What follows belongs to an exercise in optimizing a design on an open flow for small area; a production flow would make more cautious choices. Where RTL was checked, it was by simulation tests only, not by an equivalence proof against the original. The flow treats the clock pin as an ideal source, which a real chip does not have. Power and IR drop assume default switching activity.

== run A ==
==> flow/design.v (excerpt) <==
module SPI_Top
    #(parameter mode = 2'b00,bits_num = 32)(
    input clk,
    input reset,
    input tx_start,
    input [1:0] sel,
    input [bits_num - 1:0] master_data_in,
    input [bits_num - 1:0] slave1_data_in,
    input [bits_num - 1:0] slave2_data_in,
    input [bits_num - 1:0] slave3_data_in,
    input [bits_num - 1:0] slave4_data_in,
    output tx_end,
    output [bits_num - 1:0] master_data_out,
    output [bits_num - 1:0] slave1_data_out,
    output [bits_num - 1:0] slave2_data_out,
    output [bits_num - 1:0] slave3_data_out,
    output [bits_num - 1:0] slave4_data_out
    );
Settings: LEC_CHECK=0, CAP_MARGIN=20, CORE_MARGIN=2, CORE_UTILIZATION=50, SLEW_MARGIN=20; clock period 5.0 ns.
standard.sh (not shown) runs the stock make flow with config.mk's settings and CLKGATE_MAP_FILE= SYNTH_SCRIPT=/design/flow/synth_recipe.tcl, a recipe that flattens the netlist after the stock synthesis.
==> flow/flow/run.sh <==
#!/bin/bash
# The standard layout, with the port buffers made of the smallest buffer cell,
# a clock tree of clkbuf_4 without dummy loads, and the clock buffers that drive
# the most flip-flops upsized after CTS (flow/post_cts.tcl). Output goes to
# standard.log.
set -euo pipefail
export BUFFER_PORTS_ARGS="-buffer_cell sky130_fd_sc_hd__buf_1"
export CTS_ARGS="-sink_clustering_enable -repair_clock_nets -dont_use_dummy_load -buf_list sky130_fd_sc_hd__clkbuf_4"
export POST_CTS_TCL="$PWD/flow/post_cts.tcl"
bash standard.sh > standard.log 2>&1
==> flow/flow/post_cts.tcl <==
# After CTS: a clkbuf_4 that drives many flip-flop clock pins gives them too
# slow a clock edge, so upsize those to clkbuf_8 and legalize again.
set limit 13
set n_up 0
foreach inst [[ord::get_db_block] getInsts] {
  if {[[$inst getMaster] getName] ne "sky130_fd_sc_hd__clkbuf_4"} continue
  set it [$inst findITerm X]
  if {$it eq "NULL"} continue
  set net [$it getNet]
  if {$net eq "NULL" || [$net getSigType] ne "CLOCK"} continue
  set fanout [expr {[llength [$net getITerms]] - 1}]
  if {$fanout >= $limit} {
    replace_cell [get_cells [$inst getName]] sky130_fd_sc_hd__clkbuf_8
    incr n_up
  }
}
puts "post_cts: upsized $n_up clock buffers"
detailed_placement
check_placement -verbose
estimate_parasitics -placement
## Diff of input files: run B against run A
Settings: swapping 20 for 0 in SLEW_MARGIN; swapping 20 for 0 in CAP_MARGIN.
## What came out
Going from run A to run B, post-route fraction of the period consumed by the critical path was more or less identical; post-synthesis share of cell area spent on and, or, nand and nor gates was more or less identical.
Die boundary width: run B vs run A identical
Reported for run B and run A, proportion of cell area occupied by registers turned out identical to the last digit.
Run B -> run A: final cell count delta 0, exact match
Edits applied to the flow inputs when going from run B to run C:
Settings: SLEW_MARGIN changed from 0 to 20; GPL_TIMING_DRIVEN newly set to 0; CAP_MARGIN changed from 0 to 20.
[summary]
For run B, the type of the most critical hold path was reg2reg, unlike run C, where it was in2async. Diff run B..run C | compound-gate portion of the synthesized area | unchanged. Of run B and run C, run B shows the lower register-to-register path setup slack, with run C above it. Summary of run C over run B: least setup slack across all paths after layout went down by 0.015 ns; highest achievable clock rate fell by 0.71%; final period utilization now sits higher.
Function was not checked in any run of this note: the RTL went through the layout flow alone.

========
## red
Another version of the RTL of SPI_Top (not shown whole).
Size in the first run: ~480 cells after synthesis, about 180 flip-flops, roughly 330 I/O pins, ~6500 um2 of cells after synthesis.
Design SPI_Top, start of the top module:
module SPI_Top
    #(parameter mode = 2'b00,bits_num = 32)(
    input clk,
    input reset,
    input tx_start,
    input [1:0] sel,
    input [bits_num - 1:0] master_data_in,
    input [bits_num - 1:0] slave1_data_in,
    input [bits_num - 1:0] slave2_data_in,
    input [bits_num - 1:0] slave3_data_in,
    input [bits_num - 1:0] slave4_data_in,
    output tx_end,
    output [bits_num - 1:0] master_data_out,
    output [bits_num - 1:0] slave1_data_out,
    output [bits_num - 1:0] slave2_data_out,
    output [bits_num - 1:0] slave3_data_out,
    output [bits_num - 1:0] slave4_data_out
    );
clock: 5.0 ns
lec_check: 0
cap_margin: 20
core_margin: 2
core_utilization: 40
slew_margin: 20
==> flow/flow/run.sh <==
#!/bin/bash
# The standard layout, with the port buffers made of the smallest buffer cell
# instead of the one the resizer picks by default. Output goes to standard.log.
set -euo pipefail
export BUFFER_PORTS_ARGS="-buffer_cell sky130_fd_sc_hd__buf_1"
bash standard.sh > standard.log 2>&1
red: PASS, flow complete, no timing, DRC or antenna violations
Changes in blue relative to red:
Settings: changing CORE_UTILIZATION from 40 to 50.
==> flow/flow/run.sh <==
#!/bin/bash
# The standard layout, with the port buffers made of the smallest buffer cell
# and a clock tree of small buffers without dummy loads. Output goes to standard.log.
set -euo pipefail
export BUFFER_PORTS_ARGS="-buffer_cell sky130_fd_sc_hd__buf_1"
export CTS_ARGS="-sink_clustering_enable -repair_clock_nets -dont_use_dummy_load -buf_list sky130_fd_sc_hd__clkbuf_8"
bash standard.sh > standard.log 2>&1
==> notes.md <==
- red: done, clean on timing, DRC and antenna
- blue did not stop at any stage, and its layout met the timing, design-rule and antenna checks.
- Between blue and red, the average wire per cell in the routed design figures differ only marginally.
- blue against red: power share of the sequential group has increased, worst setup slack after layout shrank by 0.0079 ns.

========
SPI_Top, a different RTL version from the one above (not shown whole).
For scale: about 170 flip-flops, roughly 330 I/O pins.
Settings: LEC_CHECK=0, CAP_MARGIN=20, CORE_MARGIN=2, CORE_UTILIZATION=50, GPL_TIMING_DRIVEN=0, SLEW_MARGIN=20; clock period 5.0 ns.
==> flow/flow/run.sh <==
#!/bin/bash
# The standard layout, with the port buffers made of the smallest buffer cell,
# synthesis's buffers removed before placement (flow/pre_gpl.tcl), a clock tree
# of clkbuf_4 without dummy loads, and the clock buffers whose flip-flops see too
# slow a clock edge upsized after CTS (flow/post_cts.tcl). Output goes to
# standard.log.
set -euo pipefail
export BUFFER_PORTS_ARGS="-buffer_cell sky130_fd_sc_hd__buf_1"
export CTS_ARGS="-sink_clustering_enable -repair_clock_nets -dont_use_dummy_load -buf_list sky130_fd_sc_hd__clkbuf_4"
export PRE_GLOBAL_PLACE_TCL="$PWD/flow/pre_gpl.tcl"
export POST_CTS_TCL="$PWD/flow/post_cts.tcl"
bash standard.sh > standard.log 2>&1
==> flow/flow/post_cts.tcl <==
# After CTS: a clkbuf_4 whose flip-flop clock pins see too slow an edge (by
# the placement estimate) is upsized to clkbuf_8; then legalize again.
set limit 0.108
estimate_parasitics -placement
set n_up 0
foreach inst [[ord::get_db_block] getInsts] {
  if {[[$inst getMaster] getName] ne "sky130_fd_sc_hd__clkbuf_4"} continue
  set it [$inst findITerm X]
  if {$it eq "NULL"} continue
  set net [$it getNet]
  if {$net eq "NULL" || [$net getSigType] ne "CLOCK"} continue
  set worst 0
  foreach sink [$net getITerms] {
    if {[$sink isOutputSignal]} continue
    set pin [get_pins "[[$sink getInst] getName]/[[$sink getMTerm] getName]"]
    set s [get_property $pin slew_max]
    if {$s > $worst} { set worst $s }
  }
  if {$worst > $limit} {
    puts "post_cts: upsize [$inst getName] (sink slew $worst ns)"
    replace_cell [get_cells [$inst getName]] sky130_fd_sc_hd__clkbuf_8
    incr n_up
  }
}
puts "post_cts: upsized $n_up clock buffers"
detailed_placement
check_placement -verbose
estimate_parasitics -placement
==> flow/flow/pre_gpl.tcl <==
# Before global placement: drop the buffers synthesis inserted, as the
# timing-driven placement would; repair_design adds back what the nets need.
remove_buffers
==> next run, changes <==
==> flow/flow/run.sh (replaced) <==
#!/bin/bash
# The standard layout, with the port buffers made of the smallest buffer cell,
# a clock tree of clkbuf_4 without dummy loads, and the clock buffers whose
# flip-flops see too slow a clock edge upsized after CTS (flow/post_cts.tcl). Output goes to
# standard.log.
set -euo pipefail
export BUFFER_PORTS_ARGS="-buffer_cell sky130_fd_sc_hd__buf_1"
export CTS_ARGS="-sink_clustering_enable -repair_clock_nets -dont_use_dummy_load -buf_list sky130_fd_sc_hd__clkbuf_4"
export POST_CTS_TCL="$PWD/flow/post_cts.tcl"
bash standard.sh > standard.log 2>&1
Settings changed: GPL_TIMING_DRIVEN 0 to not set.
removed: flow/flow/pre_gpl.tcl
Critical path depth came out higher by 1.
Via count is about the same.
Sequential power barely changes.
Synthesized area is unchanged.
Clock skew falls by 0.0034 ns.
Global-route usage drops by 0.45 points.
Maximum frequency went up by 0.77%.
==> next run, changes <==
--- a/flow/flow/run.sh
+++ b/flow/flow/run.sh
@@ -2,4 +2,4 @@
 # The standard layout, with the port buffers made of the smallest buffer cell,
-# a clock tree of clkbuf_4 without dummy loads, and the clock buffers whose
-# flip-flops see too slow a clock edge upsized after CTS (flow/post_cts.tcl). Output goes to
+# a clock tree of clkbuf_4 without dummy loads, and the clock buffers that drive
+# the most flip-flops upsized after CTS (flow/post_cts.tcl). Output goes to
 # standard.log.
Outcome: Register-to-register slack hardly moves. Non-clock buffer count is unchanged. Sequential cell count is unchanged. Design area does not change. Global-route usage stays the same. Sequential power barely changes. Utilization is unchanged. Sequential share of layout area is unchanged.

========
== P ==
SPI_Top again, from the RTL that the note above started with.
clock: 5.0 ns
lec_check: 0
cap_margin: 20
core_margin: 2
core_utilization: 50
slew_margin: 20
==> flow/flow/run.sh <==
#!/bin/bash
# The standard layout, with the port buffers made of the smallest buffer cell,
# a clock tree of clkbuf_4 without dummy loads, and the clock buffers whose
# flip-flops see too slow a clock edge upsized after CTS (flow/post_cts.tcl). Output goes to
# standard.log.
set -euo pipefail
export BUFFER_PORTS_ARGS="-buffer_cell sky130_fd_sc_hd__buf_1"
export CTS_ARGS="-sink_clustering_enable -repair_clock_nets -dont_use_dummy_load -buf_list sky130_fd_sc_hd__clkbuf_4"
export POST_CTS_TCL="$PWD/flow/post_cts.tcl"
bash standard.sh > standard.log 2>&1
==> flow/flow/post_cts.tcl <==
# After CTS: upsize clock buffers from clkbuf_4 to clkbuf_8 until no
# flip-flop clock pin sees too slow an edge by the placement estimate.
# Each round re-estimates and upsizes the worst driver of flip-flop clock
# pins.
set limit 0.118
set n_up 0

proc pin_of {it} {
  return [get_pins "[[$it getInst] getName]/[[$it getMTerm] getName]"]
}

# worst slew over the input pins a clock buffer drives
proc worst_sink_slew {inst} {
  set worst 0
  foreach sink [[[$inst findITerm X] getNet] getITerms] {
    if {[$sink isOutputSignal]} continue
    set s [get_property [pin_of $sink] slew_max]
    if {$s > $worst} { set worst $s }
  }
  return $worst
}

for {set round 0} {$round < 40} {incr round} {
  estimate_parasitics -placement
  set worst 0
  set worst_inst ""
  foreach inst [[ord::get_db_block] getInsts] {
    if {[[$inst getMaster] getName] ne "sky130_fd_sc_hd__clkbuf_4"} continue
    set it [$inst findITerm X]
    if {$it eq "NULL"} continue
    set net [$it getNet]
    if {$net eq "NULL" || [$net getSigType] ne "CLOCK"} continue
    set has_ff 0
    foreach sink [$net getITerms] {
      if {![$sink isOutputSignal] && [[[$sink getInst] getMaster] isSequential]} { set has_ff 1 }
    }
    if {!$has_ff} continue
    set s [worst_sink_slew $inst]
    if {$s > $worst} { set worst $s; set worst_inst $inst }
  }
  if {$worst <= $limit} break
  set target $worst_inst
  puts "post_cts: worst flip-flop clock slew $worst ns under [$worst_inst getName]; upsize [$target getName]"
  replace_cell [get_cells [$target getName]] sky130_fd_sc_hd__clkbuf_8
  incr n_up
}
puts "post_cts: upsized $n_up clock buffers"
detailed_placement
check_placement -verbose
estimate_parasitics -placement
P | status: complete | timing, DRC, antenna: pass
What Q does differently from P at the input level:
# P
export LEC_CHECK = 0
export CAP_MARGIN = 20
export CORE_MARGIN = 2
export CORE_UTILIZATION = 50
export SLEW_MARGIN = 20
create_clock -name core_clock -period 5.0 [get_ports {clk}]
# Q
export LEC_CHECK = 0
export CAP_MARGIN = 20
export CORE_MARGIN = 2
export CORE_UTILIZATION = 58
export SLEW_MARGIN = 20
create_clock -name core_clock -period 5.0 [get_ports {clk}]
## What came out
- P leaves less setup margin than Q.
- The overall power consumption on Q is in line with that on P.
- Number of fillers in the final layout: Q lower than P
- Clock period minus worst slack: Q vs P down 6.3 ps
- Of the two values seen for capturing instance or port of the critical path, slave3_data_out[0] was produced by Q and slave1.data_out[31] by P.
- Diff P and Q: worst-path maximum fanout lower in Q
- Diff P -> Q | average vias per placed instance | up by a few percent
- In the flow results for P and Q, the synthesis-to-layout area growth is smaller on Q.
- Detailed-route via count, P and Q, higher one = Q.
- In the flow results for P and Q, the post-route cell area is larger on P.

[port drivers added, routing unchanged]
No port has a modelled driver above. Below, the same layouts with a new extraction and two added sets of constraints.
Step 1 (the two cells are an assumption about what drives the block):
set clk [get_ports {clk}]
set_driving_cell -lib_cell sky130_fd_sc_hd__clkbuf_16 $clk
set_driving_cell -lib_cell sky130_fd_sc_hd__buf_2 [delete_from_list [all_inputs] $clk]
Step 2, shift: input delay + t, output delay - t, t = (earliest + latest rising clock arrival at the registers) / 2. This alone moves slack from input paths to output paths.
Three values: ideal, step 1, step 2; two values: the first two.
| run | t, ns | slack for setup (ns) | latest minus earliest clock arrival (ns) |
|---|---|---|---|
| run A | 0.459 | 2.957 / 2.919 / 2.864 | 0.043 / 0.044 |
| run B | 0.459 | 2.957 / 2.919 / 2.864 | 0.043 / 0.044 |
| run C | 0.472 | 2.942 / 2.902 / 3.293 | 0.042 / 0.042 |
| red | 0.466 | 2.978 / 2.935 / 2.854 | 0.011 / 0.011 |
| blue | 0.470 | 2.970 / 2.932 / 2.769 | 0.018 / 0.018 |
| the first run of note 3 | 0.468 | 2.795 / 2.795 / 2.386 | 0.039 / 0.038 |
| the second run of note 3 | 0.451 | 2.812 / 2.812 / 2.500 | 0.029 / 0.030 |
| the third run of note 3 | 0.451 | 2.812 / 2.812 / 2.500 | 0.029 / 0.030 |
| P | 0.567 | 2.829 / 2.829 / 2.496 | 0.039 / 0.039 |
| Q | 0.598 | 2.835 / 2.799 / 2.557 | 0.045 / 0.044 |
After both steps setup and hold are still met in every run listed. The setup slack of the first run of note 3, which loses most, moves by 0.000 ns with the drivers and by -0.409 ns with both steps. The worst setup slack also covers recovery checks on asynchronous resets.
